This is an optimization exercise on Yosys and OpenROAD, whose aim is small area, a short achievable clock period and few clock cycles per item, not a production implementation.
At most, simulation tests tie the RTL to the original design; equivalence was not proved.
Only the layout flow was run in run 4; the RTL was not checked for function there.

$ cat flow/flow/run.sh
#!/bin/bash
# Own layout flow: the standard ORFS flow (standard.sh), with the port
# buffers made from sky130_fd_sc_hd__buf_2 cells and the clock tree built
# with its own options. Each ORFS step logs to orfs/logs/; the make output
# goes to flow.log in this folder.
set -euo pipefail
bash standard.sh "BUFFER_PORTS_ARGS=-buffer_cell sky130_fd_sc_hd__buf_2" "CTS_ARGS=-sink_clustering_enable -repair_clock_nets -root_buf sky130_fd_sc_hd__clkbuf_16 -buf_list sky130_fd_sc_hd__clkbuf_8 -sink_clustering_size 8 -sink_clustering_max_diameter 30 -dont_use_dummy_load" finish > flow.log 2>&1
$ cat flow/standard.sh
#!/bin/bash
# synth_recipe.tcl (not shown) runs the flow's synth.tcl, then flattens the netlist and writes it again
# the make line also repeats each setting of config.mk as NAME=value (left out here)
make -C /OpenROAD-flow-scripts/flow DESIGN_CONFIG=/design/flow/config.mk WORK_HOME=/design/flow/orfs CLKGATE_MAP_FILE= SYNTH_SCRIPT=/design/flow/synth_recipe.tcl "${@:-finish}"
$ cat flow/config.mk
export PLATFORM = sky130hd
export DESIGN_NAME = bcd_calc
export DESIGN_NICKNAME = bcd_calc
export VERILOG_FILES = /design/flow/design.v
export SDC_FILE = /design/flow/constraint.sdc
export NUM_CORES = 4
export LEC_CHECK = 0
export ABC_AREA = 1
export CAP_MARGIN = 20
export CORE_MARGIN = 2
export CORE_UTILIZATION = 75
export PLACE_DENSITY = 0.9
export SLEW_MARGIN = 20
$ cat flow/constraint.sdc
create_clock -name core_clock -period 42.0 [get_ports {clk}]
set_input_delay 8.4000 -clock core_clock [delete_from_list [all_inputs] [get_ports {clk}]]
set_output_delay 8.4000 -clock core_clock [all_outputs]
set_load 0.01 [all_outputs]
$ cat flow/design.v
`timescale 1ns / 1ps
module radd #(parameter W = 8, parameter FAST = 0) (
	input  [W-1:0] a,
	input  [W-1:0] b,
	input          ci,
	output [W-1:0] s,
	output         co
);
wire [W:0] c;
assign c[0] = ci;
genvar i;
generate for (i = 0; i < W; i = i + 1) begin : g
	wire p = a[i] ^ b[i];
	assign s[i] = p ^ c[i];
	if (FAST) begin : f
		assign c[i+1] = p ? c[i] : a[i];
	end else begin : r
		assign c[i+1] = (a[i] & b[i]) | (c[i] & p);
	end
end endgenerate
assign co = c[W];
endmodule
module dig10(
	input  [3:0] d,
	input  [3:0] e,
	output [6:0] y
);
wire c4 = d[2] & d[0];
wire c5 = d[1] & c4;
wire [6:0] d10 = {d[3] | (d[2] & c5), d[2] ^ c5, d[3] | (d[1] ^ c4), d[2] ^ d[0], d[1], d[0], 1'b0};
assign y[0] = e[0];
radd #(6) a1(.a(d10[6:1]), .b({3'b000, e[3:1]}), .ci(1'b0), .s(y[6:1]), .co());
endmodule
module bcd2n(
	input  [15:0] bcd,
	output [13:0] n
);
wire [6:0] t, u;
dig10 h(bcd[15:12], bcd[11:8], t);
dig10 l(bcd[7:4], bcd[3:0], u);
wire [8:0] v;		 
assign v[1:0] = u[1:0];
radd #(7) a1(.a(t), .b({2'b00, u[6:2]}), .ci(1'b0), .s(v[8:2]), .co());
wire [8:0] w;		 
assign w[0] = t[0];
radd #(7) a2(.a(t), .b({1'b0, t[6:1]}), .ci(1'b0), .s(w[7:1]), .co(w[8]));
assign n[4:0] = v[4:0];
radd #(9) a3(.a(w), .b({5'd0, v[8:5]}), .ci(1'b0), .s(n[13:5]), .co());
endmodule
module n2bcd(
	input  [13:0] n,
	output [15:0] bcd
);
function [4:0] dbl;	 
	input [3:0] d;
	input b;
	reg c;
	begin
		c = d[3] | (d[2] & (d[1] | d[0]));
		dbl = {c, (d[2] & ~d[1] & ~d[0]) | (d[3] & d[0]),
		          (d[1] & ~d[2]) | (d[1] & d[0]) | (d[3] & ~d[0]),
		          d[0] ^ c, b};
	end
endfunction
reg [3:0] d0, d1, d2, d3;
reg c0, c1, c2;
integer k;
always @(*) begin
	d0 = {1'b0, n[13:11]}; d1 = 4'd0; d2 = 4'd0; d3 = 4'd0;
	for (k = 10; k >= 0; k = k - 1) begin
		{c0, d0} = dbl(d0, n[k]);
		{c1, d1} = dbl(d1, c0);
		{c2, d2} = dbl(d2, c1);
		d3 = {d3[2:0], c2};
	end
end
assign bcd = {d3, d2, d1, d0};
endmodule
`timescale 1ns / 1ps
module bcd_calc(
	input clk,
	input rst,
	input in_valid,
	input [19:0] in_a,
	input [19:0] in_b,
	input [1:0] in_op,        
	output in_ready,
	output out_valid,
	output [19:0] out_result,
	output out_error
);
localparam K1 = 2;
localparam K2 = 6;
localparam K3 = 10;
assign in_ready = 1'b1;
reg [5:0] vp;
always @(posedge clk)
	if (rst) vp <= 6'd0;
	else vp <= {vp[4:0], in_valid};
assign out_valid = vp[5];
reg [15:0] a0, b0;
reg sa0, sb0;
reg [1:0] op0;
always @(posedge clk) begin
	a0 <= in_a[15:0];
	b0 <= in_b[15:0];
	sa0 <= in_a[16];	 
	sb0 <= in_b[16];
	op0 <= in_op;
end
wire [13:0] ma, mb;
bcd2n ca(a0, ma);
bcd2n cb(b0, mb);
wire gt;	 
radd #(14) cmp(.a(ma), .b(~mb), .ci(1'b0), .s(), .co(gt));
wire is_div0 = op0 == 2'd3;
wire is_mul0 = op0 == 2'd2;
wire is_add0 = ~op0[1];
wire esb = sb0 ^ op0[0];
wire diff = sa0 ^ esb;		 
wire sub_b = is_div0 | (is_add0 & diff);
wire inv_r = is_add0 & diff & ~gt;	 
wire cin0 = is_div0 | (is_add0 & diff & gt);
wire sign0 = is_add0 ? ((~diff | gt) ? sa0 : esb) : (sa0 ^ sb0);
wire [14:0] bor;	 
assign bor[14] = 1'b0;
genvar i;
generate for (i = 13; i >= 0; i = i - 1) begin : borg
	assign bor[i] = bor[i+1] | mb[i];
end endgenerate
wire m_hi = |(ma[13:1] & {bor[1], bor[2], bor[3], bor[4], bor[5], bor[6], bor[7],
	bor[8], bor[9], bor[10], bor[11], bor[12], bor[13]});
wire err0 = (is_div0 & (b0 == 16'd0)) | (is_mul0 & m_hi);
wire [13:0] xs [0:14];
wire [13:0] zs [0:14];
wire [13:0] ys [0:14];
wire [5:0]  fs [0:14];	 
assign xs[0] = 14'd0;
assign zs[0] = ma;
assign ys[0] = mb ^ {14{sub_b}};
assign fs[0] = {is_div0, is_mul0, inv_r, cin0, err0, sign0};
genvar k;
generate for (k = 1; k <= 14; k = k + 1) begin : row
	wire [13:0] xi, zi, yi;
	wire [5:0] fi;
	if (k - 1 == K1 || k - 1 == K2 || k - 1 == K3) begin : cut
		reg [13:0] xr, zr, yr;
		reg [5:0] fr;
		always @(posedge clk) begin
			xr <= xs[k-1];
			zr <= zs[k-1];
			yr <= ys[k-1];
			fr <= fs[k-1];
		end
		assign xi = xr; assign zi = zr; assign yi = yr; assign fi = fr;
	end else begin : nocut
		assign xi = xs[k-1]; assign zi = zs[k-1]; assign yi = ys[k-1]; assign fi = fs[k-1];
	end
	wire f_div = fi[5], f_mul = fi[4], f_cin = fi[2];
	wire zb = zi[13];
	wire inj = ~f_mul & zb;
	wire [k-1:0] p;
	if (k == 1) begin : p1
		assign p = inj;
	end else begin : pk
		assign p = {xi[k-2:0], inj};
	end
	wire [k-1:0] s;
	wire co;
	wire ci = (k == 14) ? f_cin : f_div;
	radd #(.W(k), .FAST(1)) ad(.a(p), .b(yi[k-1:0]), .ci(ci), .s(s), .co(co));
	wire yok;	 
	if (k == 14) begin : yk14
		assign yok = 1'b1;
	end else begin : ykn
		assign yok = &yi[13:k];
	end
	wire q = co & yok;
	wire sel = f_div ? q : f_mul ? zb : ((k == 14) & ~f_div & ~f_mul);
	wire [k-1:0] xo = sel ? s : p;
	if (k == 14) begin : x14
		assign xs[k] = xo;
	end else begin : xk
		assign xs[k] = {{(14-k){1'b0}}, xo};
	end
	assign zs[k] = {zi[12:0], q};
	assign ys[k] = yi;
	wire ovf = (f_mul & zb & co) | ((k == 14) & ~f_div & ~f_mul & ~f_cin & co);
	assign fs[k] = {fi[5:2], fi[1] | ovf, fi[0]};
end endgenerate
wire [5:0] ff = fs[14];
wire [13:0] mag = ff[5] ? zs[14] : xs[14];
reg [13:0] mag4;
reg err4, sg4, inv4;
always @(posedge clk) begin
	mag4 <= mag;
	inv4 <= ff[3];
	err4 <= ff[1];
	sg4 <= ff[0];
end
wire [13:0] m = mag4 ^ {14{inv4}};
wire err = err4 | (m > 14'd9999);
wire [15:0] dig;
n2bcd cv(m, dig);
reg [15:0] res5;
reg neg5, err5;
always @(posedge clk) begin
	res5 <= err ? 16'd0 : dig;
	neg5 <= sg4 & (m != 14'd0) & ~err;
	err5 <= err;
end
assign out_result = {1'b0, neg5, 1'b0, neg5, res5};
assign out_error = err5;
endmodule
==> summary.txt, run 1 <==
Synth Instances=1890; first-pass GRT wire length=49.34 mm; top cells by area, synth=dfxtp_1 29%, nand2_1 13%, inv_1 8.2%; RSZ-0062 raised after global routing=no; drt first pass iters=8; maxcap violations=0; starting density of the core=0.7722; area share of the leading cell type in the synthesized netlist=0.2942; synth cell count leaders=480 x nand2_1, 294 x inv_1, 197 x dfxtp_1; Nets=2069; FFs w/ async S/R, synth=0; postcts setup bufs=0; predominant post-synthesis flop cell=dfxtp_1; Fmax=107.6 MHz; antenna cells=0; num rows=48; critical path required time=33.60 ns; largest net degree at the start of global routing=29; clk sinks=197; cell area after synthesis=13400 um2; WP buf/inv=1; Critical Path Max Stage Delay=0.35 ns; footprint of the multi-input gates=8021 um2; Slew Limit Headroom=0.4902; Clk pin slew, worst setup/hold paths=0.11 ns; die height=137.7 um; Avg Vias per Cell=5.527; worst hold path class=reg2reg; initial detailed-routing violation count=979; crit start category=register; most frequent cell after synthesis=nand2_1; Storage cell area=3944 um2; core box area=17360 um2; Layout area overhead=4.061%; synthesized flop and latch total=197; global route overflow=0; post-route ant nets=0; sequential cell area fraction in the yosys report=0.2942; Crit Path Max Fanout=1; detailed placer's ending HPWL=23.85 mm; Mean Syn Cell Area=7.091 um2; DRC=0; CTS tree=built; Worst Tran Pin Value=0.7628 ns; global placer's final weighted congestion=0.9231; Routed WL=29.81 mm; critical path class=reg2out; hold buffers post-CTS=0; CP max-delay cell=dfxtp_1; Root Buffer=clkbuf_16; vias in the first global route=11380; Ys Warns=2; Slew Limit Fails=0; Crit. End Element=output port; worst skew pair latency=0.40 ns; Post-synth EDFFs=0; Port Buffers=58; delay-heaviest family, CP=flip-flops; WL/cell=13.79 um; endpoints failing setup=0; Worst Clk Skew=0.05390 ns; Final Cycle Share=0.2212; Cell Chain, Critical Path=buf_2; Total GRT Usage=0.3238; total CTS buffers=17; FILL cells=1252; final hold slack=0.3034 ns; clock tree buffer depth=2; initial antenna violation count=0; number of distinct library cells after synthesis=62; cts repair resizes=0; H-tree depth=4; die area=18960 um2; I/O Pins=68; Via Count=11950; share of layout cells above drive strength 1=0.1358; leading area contributor after synthesis=dfxtp_1; die width=137.7 um; Hold Fails Final Rpt=0; clock period minus worst slack=9.290 ns; Worst EP arrival=0.89 ns; outcome=finished clean; Final TNS setup=0 ns
[final timing paths]
path,startpoint,to,slack (ns),depth (start not counted)
max,res5[6],out_result[6],32.71,1
min,row[3].cut.zr[8],row[7].cut.zr[12],0.30,0
min reg2reg,row[3].cut.zr[8],row[7].cut.zr[12],0.30,0
max reg2reg,row[11].cut.fr[4],mag4[5],33.16,89
[layout make-up]
type / count / share of cell area
inverters: 306 / 0.08298
repair buffers: 59 / 0.02135
clock buffers: 17 / 0.01758
flip-flops and latches: 197 / 0.2828
well taps: 225 / 0.02018
multi-input cells: 1358 / 0.5751
[cells in the final DEF (no fill, tap or decap), types with 6 or more instances in the layout]
cell	n
nor4_1	6
xnor2_1	33
nand3_1	140
buf_2	58
or2_1	11
dfxtp_1	197
nand2_2	92
nand3b_1	10
o21ai_1	22
ha_1	51
o22ai_1	18
nand3_2	19
nand2_1	480
inv_1	294
xor2_1	77
o21ai_0	95
o21ai_2	15
a31oi_1	7
nand4_1	12
nor3_1	7
nor2_1	95
nand2_4	9
or2_2	32
clkbuf_8	16
fa_1	34
a21oi_1	45
[through the flow]
stage	instance area (um2)	utilization	setup WS, ns	instances
6_report	13950	0.8036	32.71	2162
5_1_grt	13950	0.8036	32.15	2162
4_1_cts	13950	0.8036	32.70	2162
3_5_place_dp	13700	0.7894	33.15	2145
3_3_place_gp	13700	0.7894	33.15	2145
2_1_floorplan	13410	-	33.18	1891
[sequential cells by signal (all words and copies together), names as in the netlist]
signal and cells:
b0 16, sb0 1, res5 16, row.cut.zr 42, mag4 14, a0 16
row.cut.xr 18, neg5 1, vp 6, err4 1, row.cut.yr 42, op0 2
sa0 1, inv4 1, row.cut.fr 18, sg4 1, err5 1
[routing by layer]
layer / GRT usage / vias to the layer above / share of wire
met4: 0.1352 / 0 / 0.032
met2: 0.5918 / 359 / 0.51
met1: 0.3750 / 5456 / 0.41
met3: 0.05004 / 94 / 0.048
li1: - / 6040 / -
met5: 0 / - / 0
[cell families (layout without fill, tap and decap cells)]
logic type      after synthesis  count (layout)  share of synthesized area
buf+inv                     336             382                     0.1075
flops                       197             197                     0.2942
simple gates                922             922                     0.3222
mux                           2               2                   0.001680
xor+xnor                    110             110                    0.07188
other cells                   2               3                  0.0005603
fa+ha+maj                    87              87                    0.09998
compound gates              234             234                     0.1019
Testbench counts, summed over its fixed seeds: cycles 8,048, items 8,000.
==> run 2: changes to the inputs <==
==> flow/config.mk (replaced) <==
export PLATFORM = sky130hd
export DESIGN_NAME = bcd_calc
export DESIGN_NICKNAME = bcd_calc
export VERILOG_FILES = /design/flow/design.v
export SDC_FILE = /design/flow/constraint.sdc
export NUM_CORES = 4
export LEC_CHECK = 0
export CAP_MARGIN = 20
export CORE_MARGIN = 2
export CORE_UTILIZATION = 40
export PLACE_DENSITY = 0.6
export SLEW_MARGIN = 20
==> run 2 against run 1 <==
Count of clock-buffer cells in the layout unchanged. Core utilization shrank 38 points. Via count is 25% higher. Wire length rose by 44%. Die area rose by 120%. Flip-flop and latch count unchanged. Fmax down 9.3%. Global-route usage fell by 12 points. Synthesized area rose by 19%. First-iteration DRC count is 16% higher. Largest cell class unchanged.
==> summary.txt, run 2 <==
outcome=finished clean; global placer's final weighted congestion=0.9563 (+3.6%); Critical Path Max Stage Delay=0.84 ns (+0.49 ns); clk sinks=197 (unchanged); Worst EP arrival=10.54 ns (+9.65 ns); die height=204.0 um (+48%); Root Buffer=clkbuf_16; Fmax=97.65 MHz (-9.3%); num rows=73 (+52%); Worst Tran Pin Value=1.020 ns (+0.2573 ns); largest net degree at the start of global routing=44 (+52%); Total GRT Usage=0.2050 (-0.1188); vias in the first global route=13730 (+21%); wl on met1=19.99 mm (+63%); die area=41630 um2 (+120%); Crit. End Element=register; Non-Filler Instances=2552 (+18%); metal2 WL=20.00 mm (+32%); drt first pass iters=8 (unchanged); WL/cell=16.81 um (+22%); hold buffers post-CTS=0 (unchanged); Nets=2159 (+4.3%); Layout area overhead=5.387%; Final Cycle Share=0.2438 (+0.02265); commonest cells after routing, fill and taps aside=197 x dfxtp_1, 176 x nand2_1, 175 x nor2_1; Ys Warns=2 (unchanged); Highest Signal Layer=met4; detailed placer's ending HPWL=33.13 mm (+39%); endpoints failing setup=0 (unchanged); RSZ-0062 raised after global routing=no; first-pass GRT wire length=70.32 mm (+43%); Mean Syn Cell Area=7.826 um2 (+10%); Crit Path Max Fanout=15 (+14); critical path class=reg2reg; most frequent cell after synthesis=dfxtp_1; Post-synth EDFFs=0 (unchanged); H-tree depth=4 (unchanged); synth cell count leaders=197 x dfxtp_1, 176 x nand2_1, 175 x nor2_1; biggest registers after layout=row.cut.yr: 42 flops, row.cut.zr: 42 flops; WP buf/inv=1 (unchanged); CTS tree=built; Synth Instances=2045 (+8.2%); critical path required time=42.30 ns (+8.70 ns); antenna cells=0 (unchanged); footprint of the multi-input gates=11220 um2 (+40%); postcts setup bufs=0 (unchanged); worst skew pair latency=0.39 ns (about the same); top cells by area, synth=dfxtp_1 25%, xnor2_1 7.5%, fa_1 4.3%; die width=204.0 um (+48%); predominant post-synthesis flop cell=dfxtp_1; Via Count=14910 (+25%); Routed WL=42.91 mm (+44%); starting density of the core=0.4037 (-0.3685); initial detailed-routing violation count=1140 (+16%); crit start category=register; Port Buffers=58 (unchanged); met3 wire length=1.965 mm (+38%); Clk pin slew, worst setup/hold paths=0.10 ns (about the same); worst hold path class=reg2reg; area share of the leading cell type in the synthesized netlist=0.2464 (-0.04783); Slew Limit Fails=0 (unchanged); core box area=39640 um2 (+130%); Placed Instances=2535 (+18%); commonest non-fill, non-tap cell in the layout=dfxtp_1; sequential cell area fraction in the yosys report=0.2464 (-0.04783); Storage cell area=3944 um2 (unchanged); synthesized flop and latch total=197 (unchanged); initial antenna violation count=0 (unchanged); total CTS buffers=17 (unchanged); Final TNS setup=0 ns (unchanged); FILL cells=4025 (+220%); clock tree buffer depth=2 (unchanged); FFs w/ async S/R, synth=0 (unchanged); Worst Clk Skew=0.03117 ns (-0.02273 ns); maxcap violations=0 (unchanged); cts repair resizes=0 (unchanged); global route overflow=0 (unchanged); Slew Limit Headroom=0.3151 (-0.1752); post-route ant nets=0 (unchanged); share of layout cells above drive strength 1=0.07499 (-0.06079); Avg Vias per Cell=5.841 (+5.7%); delay-heaviest family, CP=compound AO/OA/AOI/OAI gates; DRC=0 (unchanged); clock period minus worst slack=10.24 ns (+0.9511 ns); leading area contributor after synthesis=dfxtp_1; I/O Pins=68 (unchanged); number of distinct library cells after synthesis=102 (+65%); CP max-delay cell=a2111oi_0; cell area after synthesis=16000 um2 (+19%); Hold Fails Final Rpt=0 (unchanged)
==> run 2: cell types whose count changed in the layout (fill, tap and decap cells not counted), moves of 27 or more <==
cell and change:
a211oi_1 +28, a21oi_1 +84, and2_1 +27, inv_1 -181, maj3_1 +35, nand2_1 -304
nand2_2 -91, nand2b_1 +41, nand3_1 -73, nor2_1 +80, nor2b_1 +36, nor3_1 +50
xnor2_1 +103
==> run 2: logic make-up after synthesis <==
kind of cell / synth area share
AO/OA/AOI/OAI: 0.2481
XOR/XNOR: 0.1044
adder cells (fa/ha/maj): 0.1091
buffers and inverters: 0.05371
flip-flops: 0.2464
multiplexers: 0.02009
other: 0.0004693
AND/OR/NAND/NOR: 0.2177
==> run 2: final cells by class <==
| class | count | share of cell area |
|---|---|---|
| Clock buffer | 17 | 0.01454 |
| Timing Repair Buffer | 66 | 0.02077 |
| Inverter | 120 | 0.02671 |
| Sequential cell | 197 | 0.2338 |
| Multi-Input combinational cell | 1627 | 0.6652 |
| Tap cell | 525 | 0.03895 |
==> run 2: worst reg2reg max path: stages (launching register included) <==
cell,delay [ns]
dfxtp_1,0.73
inv_2,0.20
maj3_2,0.43
a2111oi_0,0.84
o32ai_1,0.32
o2111a_1,0.24
o31ai_4,0.32
xor2_2,0.47
a221oi_1,0.23
a311oi_4,0.56
a21oi_2,0.20
o21ai_1,0.40
mux2_1,0.37
o2111a_1,0.17
o41ai_2,0.61
a2111o_1,0.26
nand3_2,0.18
o211a_1,0.29
maj3_2,0.33
maj3_2,0.37
a221oi_1,0.33
nor3_1,0.14
o41ai_1,0.50
a31oi_1,0.37
o2111a_1,0.25
or3b_1,0.46
or3b_1,0.37
a32oi_1,0.23
==> run 2: through the flow <==
step           area [um2]  setup slack, ns  utilization  hold WS [ns]
6_report            16870            31.76       0.4255        0.3082
3_3_place_gp        16620            32.12       0.4193        0.3111
2_1_floorplan       16010            33.18            -        0.3096
3_5_place_dp        16620            31.97       0.4193        0.3121
4_1_cts             16870            31.93       0.4255        0.3070
5_1_grt             16870            30.98       0.4255        0.3098
==> run 2: worst paths after layout <==
kind | startpoint | end | slack [ns] | cells past startpoint
hold / removal | row[7].cut.zr[5] | row[11].cut.zr[9] | 0.31 | 0
setup reg to reg | row[11].cut.yr[0] | mag4[13] | 31.76 | 27
hold reg to reg | row[7].cut.zr[5] | row[11].cut.zr[9] | 0.31 | 0
setup / recovery | row[11].cut.yr[0] | mag4[13] | 31.76 | 27
==> run 2: per-layer routing <==
layer / global-route usage / up-vias
li1: - / 7321
met4: 0.05797 / 0
met2: 0.3407 / 409
met5: 0 / -
met3: 0.02280 / 61
met1: 0.2805 / 7116
==> run 3: changes to the inputs <==
--- a/flow/config.mk
+++ b/flow/config.mk
@@ -5,6 +5,7 @@
 export SDC_FILE = /design/flow/constraint.sdc
 export NUM_CORES = 4
 export LEC_CHECK = 0
+export ABC_AREA = 1
 export CAP_MARGIN = 20
 export CORE_MARGIN = 2
 export CORE_UTILIZATION = 40
==> run 3 against run 2 <==
Still clean on timing, DRC and antenna. Core utilization up 0.20 points. Global-route usage down 3.7 points. Non-clock buffer count down 7. First-iteration DRC count down 40%. Fmax up 11%. Wire length down 33%. Critical endpoint is now out_result[11].
==> summary.txt, run 3 <==
largest net degree at the start of global routing=29 (-34%); Storage cell area=3944 um2 (unchanged); vias in the first global route=10810 (-21%); commonest non-fill, non-tap cell in the layout=nand2_1; Slew Limit Fails=0 (unchanged); Root Buffer=clkbuf_16; footprint of the multi-input gates=8021 um2 (-29%); critical path required time=33.60 ns (-8.70 ns); cell area after synthesis=13400 um2 (-16%); Port Buffers=58 (unchanged); predominant post-synthesis flop cell=dfxtp_1; Crit. End Element=output port; critical path class=reg2out; Worst R2R Setup Slack=33.03 ns (+1.27 ns); worst hold path class=reg2reg; first-pass GRT wire length=49.31 mm (-30%); clock tree buffer depth=2 (unchanged); WP buf/inv=1 (unchanged); CP max-delay cell=dfxtp_1; worst skew pair latency=0.40 ns (about the same); hold buffers post-CTS=0 (unchanged); commonest cells after routing, fill and taps aside=480 x nand2_1, 294 x inv_1, 197 x dfxtp_1; Post-synth EDFFs=0 (unchanged); drt first pass iters=8 (unchanged); CTS tree=built; antenna cells=0 (unchanged); Via Count=11340 (-24%); Slew Limit Headroom=0.4817 (+0.1666); Critical Path Max Stage Delay=0.33 ns (-0.51 ns); area share of the leading cell type in the synthesized netlist=0.2942 (+0.04783); Worst R2R End=mag4[1]; FILL cells=3420 (-15%); Routed WL=28.55 mm (-33%); starting density of the core=0.4027 (-0.001009); die area=34990 um2 (-16%); initial antenna violation count=0 (unchanged); initial detailed-routing violation count=684 (-40%); DP Area=13980 um2 (-16%); R2R cell count=89 (+230%); synthesized flop and latch total=197 (unchanged); CP Depth=1 (-96%); clk sinks=197 (unchanged); Hold Path End=row[7].cut.zr[13]; WL/cell=11.97 um (-29%); RSZ-0062 raised after global routing=no; maxcap violations=0 (unchanged); Mean Syn Cell Area=7.091 um2 (-9.4%); Crit Path Max Fanout=1 (-14); final hold slack=0.3196 ns (+0.01139 ns); Worst Clk Skew=0.04798 ns (+0.01682 ns); cts repair resizes=0 (unchanged); Total GRT Usage=0.1684 (-0.03652); num rows=67 (-8.2%); post-route ant nets=0 (unchanged); global placer's final weighted congestion=0.8369 (-12%); I/O Pins=68 (unchanged); DRC=0 (unchanged); Hold Crit Start=row[3].cut.zr[9]; Fmax=108.3 MHz (+11%); number of distinct library cells after synthesis=62 (-39%); endpoints failing setup=0 (unchanged); global route overflow=0 (unchanged); Clk pin slew, worst setup/hold paths=0.10 ns (about the same); outcome=finished clean; die height=187.1 um (-8.3%); leading area contributor after synthesis=dfxtp_1; r2r startpoint=row[11].cut.fr[5]; delay-heaviest family, CP=flip-flops; Worst EP arrival=0.84 ns (-9.70 ns); Worst Tran Pin Value=0.7764 ns (-0.2437 ns); detailed placer's ending HPWL=23.30 mm (-30%); sequential cell area fraction in the yosys report=0.2942 (+0.04783); Layout area overhead=6.142%; H-tree depth=4 (unchanged); synth cell count leaders=480 x nand2_1, 294 x inv_1, 197 x dfxtp_1; most frequent cell after synthesis=nand2_1; Ys Warns=2 (unchanged); clock period minus worst slack=9.237 ns (-1.004 ns); Final Cycle Share=0.2199 (-0.02390); Cell Chain, Critical Path=buf_2; crit start category=register; top cells by area, synth=dfxtp_1 29%, nand2_1 13%, inv_1 8.2%; final instance area=14230 um2 (-16%); total CTS buffers=17 (unchanged); Final TNS setup=0 ns (unchanged); Nets=2069 (-4.2%); biggest registers after layout=row.cut.yr: 42 flops, row.cut.zr: 42 flops; Hold Fails Final Rpt=0 (unchanged); core box area=33280 um2 (-16%); die width=187.1 um (-8.3%); share of layout cells above drive strength 1=0.1358 (+0.06079); Worst Hold Depth=0 (unchanged); FFs w/ async S/R, synth=0 (unchanged); Avg Vias per Cell=4.756 (-19%); postcts setup bufs=0 (unchanged); Synth Instances=1890 (-7.6%)
run 3: cell types whose count changed in the layout (fill, tap and decap cells not counted), sizes merged, moves of 25 or more:
cell	before	now
nand2	177	581
inv	115	301
o31ai	25	0
nand3	68	162
nor2	175	97
nand2b	41	0
a211oi	30	1
and2	28	0
maj3	42	2
nor2b	36	0
xnor2	137	33
nor3	58	8
a21oi	131	45
run 3: routing by layer:
layer / GRT usage / share of wire / vias up
met4: 0.03846 / 0.016 / 0
met1: 0.2108 / 0.47 / 5131
met2: 0.3065 / 0.49 / 146
met5: 0 / 0 / -
met3: 0.02233 / 0.024 / 27
li1: - / - / 6038
run 3: worst max path at each step:
stage	start	slack, ns	endpoint
final	res5[11]	32.76	out_result[11]
after global routing	row[11].cut.fr[5]	31.90	mag4[1]
after CTS	neg5	32.73	out_result[18]
after detailed placement	row[11].cut.fr[5]	33.07	mag4[1]
after global placement	neg5	33.16	out_result[16]
after floorplan	neg5	33.18	out_result[16]
run 3: layout make-up:
class | instances | area share
Clock buffer | 17 | 0.01724
Sequential cell | 197 | 0.2772
Timing Repair Buffer | 59 | 0.02093
Tap cell | 448 | 0.03940
Multi-Input combinational cell | 1358 | 0.5639
Inverter | 306 | 0.08135
run 3: cell families (layout without fill, tap and decap cells):
kind of cell,Yosys count,in the layout,synth area share
multiplexers,2,2,0.001680
AO/OA/AOI/OAI,234,234,0.1019
AND/OR/NAND/NOR,922,922,0.3222
flip-flops,197,197,0.2942
XOR/XNOR,110,110,0.07188
other,2,3,0.0005603
buffers and inverters,336,382,0.1075
adder cells (fa/ha/maj),87,87,0.09998
run 3: stage by stage:
step	instances	util	setup WS, ns
floorplan	1891	-	33.18
global placement	2368	0.4201	33.16
detailed placement	2368	0.4201	33.07
CTS	2385	0.4275	32.73
global route	2385	0.4275	31.90
finish	2385	0.4275	32.76
==> run 4: changes to the inputs <==
--- a/flow/design.v
+++ b/flow/design.v
@@ -111,17 +111,13 @@
 wire [13:0] ma, mb;
 bcd2n ca(a0, ma);
 bcd2n cb(b0, mb);
-wire gt;	 
-radd #(14) cmp(.a(ma), .b(~mb), .ci(1'b0), .s(), .co(gt));
 wire is_div0 = op0 == 2'd3;
 wire is_mul0 = op0 == 2'd2;
 wire is_add0 = ~op0[1];
 wire esb = sb0 ^ op0[0];
 wire diff = sa0 ^ esb;		 
 wire sub_b = is_div0 | (is_add0 & diff);
-wire inv_r = is_add0 & diff & ~gt;	 
-wire cin0 = is_div0 | (is_add0 & diff & gt);
-wire sign0 = is_add0 ? ((~diff | gt) ? sa0 : esb) : (sa0 ^ sb0);
+wire sign0 = is_add0 ? sa0 : (sa0 ^ sb0);
 wire [14:0] bor;	 
 assign bor[14] = 1'b0;
 genvar i;
@@ -138,7 +134,7 @@
 assign xs[0] = 14'd0;
 assign zs[0] = ma;
 assign ys[0] = mb ^ {14{sub_b}};
-assign fs[0] = {is_div0, is_mul0, inv_r, cin0, err0, sign0};
+assign fs[0] = {is_div0, is_mul0, is_add0 & diff, 1'b0, err0, sign0};
 genvar k;
 generate for (k = 1; k <= 14; k = k + 1) begin : row
 	wire [13:0] xi, zi, yi;
@@ -156,7 +152,17 @@
 	end else begin : nocut
 		assign xi = xs[k-1]; assign zi = zs[k-1]; assign yi = ys[k-1]; assign fi = fs[k-1];
 	end
-	wire f_div = fi[5], f_mul = fi[4], f_cin = fi[2];
+	wire [5:0] fj;
+	if (k == K2 + 1) begin : gtk
+		wire [13:0] av = {xi[K2-1:0], zi[13:K2]};
+		wire gt;
+		radd #(14) cmp(.a(av), .b(yi), .ci(1'b0), .s(), .co(gt));
+		wire inv = fi[3] & ~gt;		 
+		assign fj = {fi[5], fi[4], inv, fi[5] | (fi[3] & gt), fi[1], fi[0] ^ inv};
+	end else begin : ngt
+		assign fj = fi;
+	end
+	wire f_div = fj[5], f_mul = fj[4], f_cin = fj[2];
 	wire zb = zi[13];
 	wire inj = ~f_mul & zb;
 	wire [k-1:0] p;
@@ -186,7 +192,7 @@
 	assign zs[k] = {zi[12:0], q};
 	assign ys[k] = yi;
 	wire ovf = (f_mul & zb & co) | ((k == 14) & ~f_div & ~f_mul & ~f_cin & co);
-	assign fs[k] = {fi[5:2], fi[1] | ovf, fi[0]};
+	assign fs[k] = {fj[5:2], fj[1] | ovf, fj[0]};
 end endgenerate
 wire [5:0] ff = fs[14];
 wire [13:0] mag = ff[5] ? zs[14] : xs[14];
==> run 4 against run 3 <==
Still clean on timing, DRC and antenna. Cell area increased by 2.3%. Hold slack lost 0.0099 ns. First-iteration DRC count fell by 25%. Fmax hardly changed. Via count shrank 0.25%. Cell count grew 0.96%. Global-route usage is 0.38 points higher. Largest cell class unchanged. Highest routed layer unchanged.
==> summary.txt, run 4 <==
antenna cells=0 (unchanged); delay-heaviest family, CP=flip-flops; outcome=finished clean; global route overflow=0 (unchanged); Post-synth EDFFs=0 (unchanged); mux cell area share after synthesis=0 (-0.001680); commonest non-fill, non-tap cell in the layout=nand2_1; RSZ-0062 raised after global routing=no; DRC=0 (unchanged); footprint of the multi-input gates=8361 um2 (+4.2%); Crit. End Element=output port; maxcap violations=0 (unchanged); critical path class=reg2out; Placement Setup Slack=33.16 ns (+0.09460 ns); die area=35860 um2 (+2.5%); sequential cell area fraction in the yosys report=0.2840 (-0.01025); Adder-Cell Fraction of Synth Area=0.09667 (-0.003313); num rows=67 (unchanged); Slew Limit Headroom=0.4926 (+0.01086); worst skew pair latency=0.41 ns (about the same); Worst EP arrival=0.84 ns (about the same); predominant post-synthesis flop cell=dfxtp_1; largest net degree at the start of global routing=29 (unchanged); most frequent cell after synthesis=nand2_1; synth cell count leaders=481 x nand2_1, 285 x inv_1, 195 x dfxtp_1; leading area contributor after synthesis=dfxtp_1; Synth Area in Compound Gates=0.09594 (-0.006001); CP max-delay cell=dfxtp_1; Routed WL=29.04 mm (+1.7%); FILL cells=3540 (+3.5%); Synth Area in Simple Gates=0.3397 (+0.01754); initial detailed-routing violation count=510 (-25%); Synth Instances=1912 (+1.2%); total CTS buffers=17 (unchanged); critical path required time=33.60 ns (about the same); final instance area=14550 um2 (+2.3%); initial antenna violation count=0 (unchanged); XOR/XNOR Fraction of Synth Area=0.07510 (+0.003214); global placer's final weighted congestion=0.8472 (+1.2%); clock tree buffer depth=2 (unchanged); endpoints failing setup=0 (unchanged); Worst Clk Skew=0.03973 ns (-0.008252 ns); largest family of logic cells by synthesized area=simple AND/OR/NAND/NOR gates; Slew Limit Fails=0 (unchanged); cell area after synthesis=13750 um2 (+2.6%); Fmax=108.2 MHz (about the same); core box area=33700 um2 (+1.3%); Critical Path Max Stage Delay=0.33 ns (about the same); area share of the leading cell type in the synthesized netlist=0.2840 (-0.01025); cts repair resizes=0 (unchanged); die height=189.4 um (+1.2%); share of layout cells above drive strength 1=0.1607 (+0.02494); WP buf/inv=1 (unchanged); Mean Syn Cell Area=7.189 um2 (+1.4%); worst hold path class=reg2reg; drt first pass iters=7 (-1); Port Buffers=58 (unchanged); Worst Slack Setup Final=32.76 ns (-0.006400 ns); FFs w/ async S/R, synth=0 (unchanged); postcts setup bufs=0 (unchanged); H-tree depth=4 (unchanged); Final Cycle Share=0.2201 (about the same); detailed placer's ending HPWL=23.91 mm (+2.6%); first-pass GRT wire length=50.47 mm (+2.3%); Crit Path Max Fanout=2 (+1); Nets=2092 (+1.1%); number of distinct library cells after synthesis=68 (+9.7%); Total GRT Usage=0.1723 (+0.003809); Root Buffer=clkbuf_16; post-route ant nets=0 (unchanged); Hold Fails Final Rpt=0 (unchanged); crit start category=register; clk sinks=195 (-1.0%); hold buffers post-CTS=0 (unchanged); top cells by area, synth=dfxtp_1 28%, nand2_1 13%, inv_1 7.8%; clock period minus worst slack=9.243 ns (+0.006400 ns); Avg Vias per Cell=4.699 (-1.2%); WL/cell=12.06 um (+0.76%); Via Count=11310 (-0.25%); starting density of the core=0.4079 (+0.005164); Placed Instances=2391 (+0.97%); Cell Chain, Critical Path=buf_2; commonest cells after routing, fill and taps aside=481 x nand2_1, 285 x inv_1, 195 x dfxtp_1; I/O Pins=68 (unchanged); Non-Filler Instances=2408 (+0.96%); Worst Tran Pin Value=0.7601 ns (-0.01627 ns); Layout area overhead=5.844%; die width=189.4 um (+1.2%); DP Area=14300 um2 (+2.3%); vias in the first global route=10930 (+1.1%); Final TNS setup=0 ns (unchanged); biggest registers after layout=row.cut.yr: 42 flops, row.cut.zr: 42 flops, row.cut.xr: 18 flops; Storage cell area=3904 um2 (-1.0%); Clk pin slew, worst setup/hold paths=0.11 ns (about the same); Ys Warns=2 (unchanged); CTS tree=built; synthesized flop and latch total=195 (-1.0%)
[run 4: changes by cell type in the layout (fill, tap and decap cells not counted), moves of 9 or more]
cell,delta
inv_1,-9
nand2_2,+10
or2_2,-9
nand2_4,+19
nand3_2,+9
o21ai_1,-13
[run 4: cell families (layout without fill, tap and decap cells)]
logic type	Yosys count	count (layout)
compound gates	217	217
xor+xnor	117	117
fa+ha+maj	86	86
buf+inv	338	385
flops	195	195
other cells	2	3
simple gates	957	957
[run 4: area by class of cell]
class | count | area share
multi-input cells | 1380 | 0.5746
flip-flops and latches | 195 | 0.2683
inverters | 307 | 0.08015
well taps | 448 | 0.03853
repair buffers | 61 | 0.02150
clock buffers | 17 | 0.01686
[run 4: metal layers]
layer | part of all wire | vias up | global-route usage | routed length (um)
met5 | 0 | - | 0 | 0
met4 | 0.011 | 0 | 0.04293 | 313
met3 | 0.022 | 21 | 0.02187 | 640
met2 | 0.51 | 137 | 0.3219 | 14750
met1 | 0.46 | 5067 | 0.2077 | 13340
li1 | - | 6089 | - | -
[run 4: path summary, 6_finish.rpt]
path	slack (ns)	to	startpoint	cells after the start
min reg2reg	0.31	row[11].cut.zr[4]	row[7].cut.zr[0]	0
min	0.31	row[11].cut.zr[4]	row[7].cut.zr[0]	0
max reg2reg	33.35	mag4[8]	row[11].cut.fr[5]	87
max	32.76	out_result[18]	neg5	1
[run 4: stage by stage]
step | utilization | hold slack, ns
finish | 0.4317 | 0.3096
global placement | 0.4244 | 0.3119
global route | 0.4317 | 0.3140
detailed placement | 0.4244 | 0.3121
CTS | 0.4317 | 0.3101
floorplan | - | 0.3096

## what the ideal ports hide
How much do the figures lean on ideal ports? The routed layouts below were timed once more, with nothing changed but the port constraints.
Step 1 assumes that a clkbuf_16 drives the clock port and a buf_2 every other input.
Step 2 times the ports against the registers' clock, not the clock port: input delays grow and output delays shrink by t, the midpoint of the rising clock arrivals with the driver on.
Three values: ideal, step 1, step 2; two values: the first two.
run	t, ns	setup slack, ns	worst slew at a driven data input, ns
run 1	0.417	32.710 / 32.665 / 33.082	0.05
run 2	0.424	31.759 / 31.759 / 31.759	0.04
run 3	0.427	32.763 / 32.715 / 33.032	0.03
run 4	0.439	32.756 / 32.707 / 33.146	0.04
After both steps every run listed still meets setup and hold.
